Context: an optimization exercise on an open-source flow, tuned for small area, a short achievable clock period and few clock cycles per item. The choices shown serve that exercise and are no tape-out recipe.
RTL that was checked went through simulation tests only; none was proved equivalent to the original.
Power figures rest on the tool's default switching activity, not on a simulated workload.

tundra:
Design execute_divide, start of the top module:
module execute_divide(input wire              clk,
                      input wire              reset,
                      input wire              enable,
                      input wire 	      unsigned_div,
                      output wire             done,
                      input wire [32-1:0] in_a,
                      input wire [32-1:0] in_b,
                      output reg [32-1:0] out,
                      output reg              ov
                      );
   reg                                         st_idle;
   reg                                         st_neg;
   reg                                         st_prep;
   reg                                         st_iter;
   reg                                         st_zero;
   reg                                         st_done;
   reg [32:0]                                  R;      
   reg [31:0]                                  D;      
   reg [4:0]                                   lza;    
   reg [4:0]                                   lzb;    
   reg                                         b_neg;  
   reg                                         sub;    
   reg                                         negate;  
   reg                                         inv_q;   
   function [4:0] lzc(input [31:0] x);
      reg [31:0] y;
      reg [3:0]  q;
      reg [7:0]  nz;
      reg [15:0] l;
      reg        found;
      integer    g;
      begin
         y = x | 32'h1;
  ...
For scale: ~1300 cells after synthesis, about 120 flip-flops.
==> module execute_divide, before the edit <==
module execute_divide(input wire              clk,
                      input wire              reset,
                      input wire              enable,
                      input wire 	      unsigned_div,
                      output wire             done,
                      input wire [32-1:0] in_a,
                      input wire [32-1:0] in_b,
                      output reg [32-1:0] out,
                      output reg              ov
                      );
   reg                                         st_idle;
   reg                                         st_neg;
   reg                                         st_prep;
   reg                                         st_iter;
   reg                                         st_zero;
   reg                                         st_done;
   reg [32:0]                                  R;      
   reg [31:0]                                  D;      
   reg [4:0]                                   lza;    
   reg [4:0]                                   lzb;    
   reg                                         b_neg;  
   reg                                         sub;    
   reg                                         negate;  
   reg                                         inv_q;   
   function [4:0] lzc(input [31:0] x);
      reg [31:0] y;
      reg [3:0]  q;
      reg [7:0]  nz;
      reg [15:0] l;
      reg        found;
      integer    g;
      begin
         y = x | 32'h1;
         for (g = 0; g < 8; g = g + 1) begin
            q = y[4*g +: 4];
            nz[g] = |q;
            l[2*g +: 2] = q[3] ? 2'd0 : q[2] ? 2'd1 : q[1] ? 2'd2 : 2'd3;
         end
         lzc = 5'd31;
         found = 0;
         for (g = 7; g >= 0; g = g - 1)
           if (!found && nz[g]) begin
              lzc = {3'd7 - g[2:0], l[2*g +: 2]};
              found = 1;
           end
      end
   endfunction
   wire        a_neg = !unsigned_div && in_a[31];
   wire        b_negi = !unsigned_div && in_b[31];
   wire        b_zero = (in_b == 32'h0);
   wire        s_ovf = !unsigned_div && (in_a == 32'h80000000) &&
               (in_b == 32'hffffffff);
   wire [31:0] t_a = in_a ^ {!unsigned_div && in_a[31], in_a[31:1]};
   wire [31:0] t_b = in_b ^ {!unsigned_div && in_b[31], in_b[31:1]};
   wire [4:0]  lz_a = lzc(t_a);
   wire [4:0]  lz_b = lzc(t_b);
   reg  [31:0] a_clear;    
   integer     k;
   always @(*) begin
      a_clear[31] = !t_a[31];
      for (k = 30; k >= 0; k = k - 1)
        a_clear[k] = a_clear[k+1] && !t_a[k];
   end
   wire        a_short = |(t_b & a_clear) && !a_neg;
   wire [4:0]  lza_in = b_zero ? {3'b0, !unsigned_div && in_a[31],
                                  !unsigned_div && !in_a[31]} : lz_a;
   wire [32:0] dsub = {b_neg && !st_neg, D};
   wire [32:0] sum = R + (sub ? ~dsub : dsub) + {32'h0, sub || st_neg};
   wire        ge = !sum[32];
   wire [4:0]  sg = lzb & ~lza;
   wire [4:0]  sp = lzb ^ ~lza;
   wire [4:0]  sc = {sg[3] | (sp[3] & sg[2]) | (sp[3] & sp[2] & sg[1]) |
                     (sp[3] & sp[2] & sp[1] & sg[0]) | (sp[3] & sp[2] & sp[1] & sp[0]),
                     sg[2] | (sp[2] & sg[1]) | (sp[2] & sp[1] & sg[0]) | (sp[2] & sp[1] & sp[0]),
                     sg[1] | (sp[1] & sg[0]) | (sp[1] & sp[0]),
                     sg[0] | sp[0],
                     1'b1};
   wire [4:0]  shamt = sp ^ sc;
   wire        f = 1'b0;
   wire [31:0] sh0 = shamt[0] ? {D[30:0], f} : D;
   wire [31:0] sh1 = shamt[1] ? {sh0[29:0], {2{f}}} : sh0;
   wire [31:0] sh2 = shamt[2] ? {sh1[27:0], {4{f}}} : sh1;
   wire [31:0] sh3 = shamt[3] ? {sh2[23:0], {8{f}}} : sh2;
   wire [31:0] sh4 = shamt[4] ? {sh3[15:0], {16{f}}} : sh3;
   wire        neg_short = {1'b0, lza} > {1'b0, lzb} + 6'd1;
   always @(posedge clk) begin
      st_idle 	<= reset || !enable;
      st_neg 	<= !reset && enable && st_idle && !a_short && a_neg;
      st_prep 	<= !reset && enable && ((st_idle && !a_short && !a_neg) || (st_neg && !neg_short));
      st_iter 	<= !reset && enable && ((st_prep && ge) || (st_iter && lza != 0));
      st_zero 	<= !reset && enable && st_prep && !ge && inv_q;
      st_done 	<= !reset && enable && ((st_idle && a_short) || (st_neg && neg_short) ||
                                        (st_prep && !ge && !inv_q) || st_zero ||
                                        (st_iter && lza == 0) || st_done);
   end
   always @(posedge clk) begin
      lza 	<= st_idle ? lza_in : st_prep ? shamt : lza - 1;
      lzb 	<= lz_b;
      D 	<= st_idle ? (a_neg ? 32'h0 : in_b) :
                   st_neg ? in_b :
                   st_prep ? sh4 :
                   {b_neg, D[31:1]};
      if (st_idle) begin
         R 	<= {1'b0, a_neg ? ~in_a : in_a};
         sub 	<= !a_neg && !b_negi;
      end else if (!st_prep || negate) begin
         R 	<= sum;
         sub 	<= sum[32] ^ !b_neg;
      end
      out 	<= (st_idle || st_neg || st_zero) ? 32'h0 :
                   st_prep ? {32{inv_q}} :
                   {out[30:0], ge ^ inv_q};
      if (st_idle) begin
         b_neg 	<= b_negi;
         negate <= a_neg ^ b_negi;
         inv_q 	<= (a_neg ^ b_negi) || s_ovf;
         ov 	<= b_zero || s_ovf;
      end
   end
   assign done = st_done;
endmodule  
Settings: LEC_CHECK=0, CAP_MARGIN=20, CORE_MARGIN=2, CORE_UTILIZATION=55, CTS_BUF_LIST=sky130_fd_sc_hd__clkbuf_8, PLACE_DENSITY=0.75, SETUP_SLACK_MARGIN=3.5, SLEW_MARGIN=20; clock period 7.0 ns.
run.sh (not shown) runs the stock make flow with config.mk's settings and CLKGATE_MAP_FILE= SYNTH_SCRIPT=/design/flow/synth_recipe.tcl, a recipe that flattens the netlist after the stock synthesis.
tundra completed; timing, DRC and antenna clean
--- input diff tundra..violet ---
--- a/flow/design.v
+++ b/flow/design.v
@@ -42,12 +42,32 @@
            if (!found && nz[g]) begin
               lzc = {3'd7 - g[2:0], l[2*g +: 2]};
               found = 1;
            end
       end
    endfunction
+   function [32:0] add33(input [32:0] x, input [32:0] y, input c);
+      reg [33:0] g, p, gn, pn, p0;
+      integer    i, lvl, d;
+      begin
+         g = {x & y, c};
+         p0 = {x ^ y, 1'b0};
+         p = p0;
+         for (lvl = 0; lvl < 6; lvl = lvl + 1) begin
+            d = 1 << lvl;
+            gn = g; pn = p;
+            for (i = 0; i < 34; i = i + 1)
+              if (i >= d) begin
+                 gn[i] = g[i] | (p[i] & g[i-d]);
+                 pn[i] = p[i] & p[i-d];
+              end
+            g = gn; p = pn;
+         end
+         add33 = p0[33:1] ^ g[32:0];
+      end
+   endfunction
    wire        a_neg = !unsigned_div && in_a[31];
    wire        b_negi = !unsigned_div && in_b[31];
    wire        b_zero = (in_b == 32'h0);
    wire        s_ovf = !unsigned_div && (in_a == 32'h80000000) &&
                (in_b == 32'hffffffff);
    wire [31:0] t_a = in_a ^ {!unsigned_div && in_a[31], in_a[31:1]};
@@ -62,13 +82,13 @@
         a_clear[k] = a_clear[k+1] && !t_a[k];
    end
    wire        a_short = |(t_b & a_clear) && !a_neg;
    wire [4:0]  lza_in = b_zero ? {3'b0, !unsigned_div && in_a[31],
                                   !unsigned_div && !in_a[31]} : lz_a;
    wire [32:0] dsub = {b_neg && !st_neg, D};
-   wire [32:0] sum = R + (sub ? ~dsub : dsub) + {32'h0, sub || st_neg};
+   wire [32:0] sum = add33(R, sub ? ~dsub : dsub, sub || st_neg);
    wire        ge = !sum[32];
    wire [4:0]  sg = lzb & ~lza;
    wire [4:0]  sp = lzb ^ ~lza;
    wire [4:0]  sc = {sg[3] | (sp[3] & sg[2]) | (sp[3] & sp[2] & sg[1]) |
                      (sp[3] & sp[2] & sp[1] & sg[0]) | (sp[3] & sp[2] & sp[1] & sp[0]),
                      sg[2] | (sp[2] & sg[1]) | (sp[2] & sp[1] & sg[0]) | (sp[2] & sp[1] & sp[0]),
@@ -79,21 +99,19 @@
    wire        f = 1'b0;
    wire [31:0] sh0 = shamt[0] ? {D[30:0], f} : D;
    wire [31:0] sh1 = shamt[1] ? {sh0[29:0], {2{f}}} : sh0;
    wire [31:0] sh2 = shamt[2] ? {sh1[27:0], {4{f}}} : sh1;
    wire [31:0] sh3 = shamt[3] ? {sh2[23:0], {8{f}}} : sh2;
    wire [31:0] sh4 = shamt[4] ? {sh3[15:0], {16{f}}} : sh3;
-   wire        neg_short = {1'b0, lza} > {1'b0, lzb} + 6'd1;
    always @(posedge clk) begin
       st_idle 	<= reset || !enable;
       st_neg 	<= !reset && enable && st_idle && !a_short && a_neg;
-      st_prep 	<= !reset && enable && ((st_idle && !a_short && !a_neg) || (st_neg && !neg_short));
+      st_prep 	<= !reset && enable && ((st_idle && !a_short && !a_neg) || st_neg);
       st_iter 	<= !reset && enable && ((st_prep && ge) || (st_iter && lza != 0));
       st_zero 	<= !reset && enable && st_prep && !ge && inv_q;
-      st_done 	<= !reset && enable && ((st_idle && a_short) || (st_neg && neg_short) ||
-                                        (st_prep && !ge && !inv_q) || st_zero ||
+      st_done 	<= !reset && enable && ((st_idle && a_short) || (st_prep && !ge && !inv_q) || st_zero ||
                                         (st_iter && lza == 0) || st_done);
    end
    always @(posedge clk) begin
       lza 	<= st_idle ? lza_in : st_prep ? shamt : lza - 1;
       lzb 	<= lz_b;
       D 	<= st_idle ? (a_neg ? 32'h0 : in_b) :
@@ -104,13 +122,13 @@
          R 	<= {1'b0, a_neg ? ~in_a : in_a};
          sub 	<= !a_neg && !b_negi;
       end else if (!st_prep || negate) begin
          R 	<= sum;
          sub 	<= sum[32] ^ !b_neg;
       end
-      out 	<= (st_idle || st_neg || st_zero) ? 32'h0 :
+      out 	<= (st_idle || st_zero) ? 32'h0 :
                    st_prep ? {32{inv_q}} :
                    {out[30:0], ge ^ inv_q};
       if (st_idle) begin
          b_neg 	<= b_negi;
          negate <= a_neg ^ b_negi;
          inv_q 	<= (a_neg ^ b_negi) || s_ovf;
Findings:
Worst hold slack of violet is on par with tundra.
Multi-input logic cell count came out lower on violet than on tundra.
| internal cell power | violet vs tundra | 11% lower |
As of violet, fmax had risen slightly compared to tundra.
The worst slack at placement reported for violet is greater than that of tundra by 270 ps.
The mean area per synthesized cell of tundra and that of violet are within noise of each other.
Taking violet over tundra, the total power of the final layout ratio works out to 0.924.
In the reports for violet and tundra, the smaller detailed-route wire length belongs to violet.
On clock distribution power: violet sits below tundra.
violet: combinational fraction of design power is 2.5 points lower than what tundra reported.
Against tundra as the reference, violet delivers a lower utilization.
On met1 global-route usage: between violet and tundra, it ends up lower for violet.
Final non-filler cell total for violet: 57 down relative to tundra
The clock buffer count in the final layout number comes out lower for violet vs tundra.
Testbench counts of violet, summed over its fixed seeds: cycles 32,040, items 3,200.
No functional check of the RTL was part of tundra.

[what the ideal ports hide]
The results above use ideal ports. As a check the final layouts listed here were re-extracted and re-timed, cells and wires unchanged.
Step 1 (the two cells are an assumption about what drives the block):
set clk [get_ports {clk}]
set_driving_cell -lib_cell sky130_fd_sc_hd__clkbuf_16 $clk
set_driving_cell -lib_cell sky130_fd_sc_hd__buf_2 [delete_from_list [all_inputs] $clk]
Step 2 also shifts input and output timing later by t, the mid clock arrival at the registers, as if the neighbouring blocks saw the same clock.
Three values: no drivers, after step 1, after step 2; two values: the first two.
run	shift t [ns]	setup WS [ns]	latest minus earliest clock arrival (ns)
tundra	0.503	3.470 / 3.470 / 3.012	0.024 / 0.024
violet	0.506	3.515 / 3.515 / 3.068	0.019 / 0.019
After both steps setup and hold are still met in every run listed. For tundra, which loses most, drivers alone change the setup slack by 0.000 ns; drivers and shift together by -0.458 ns.
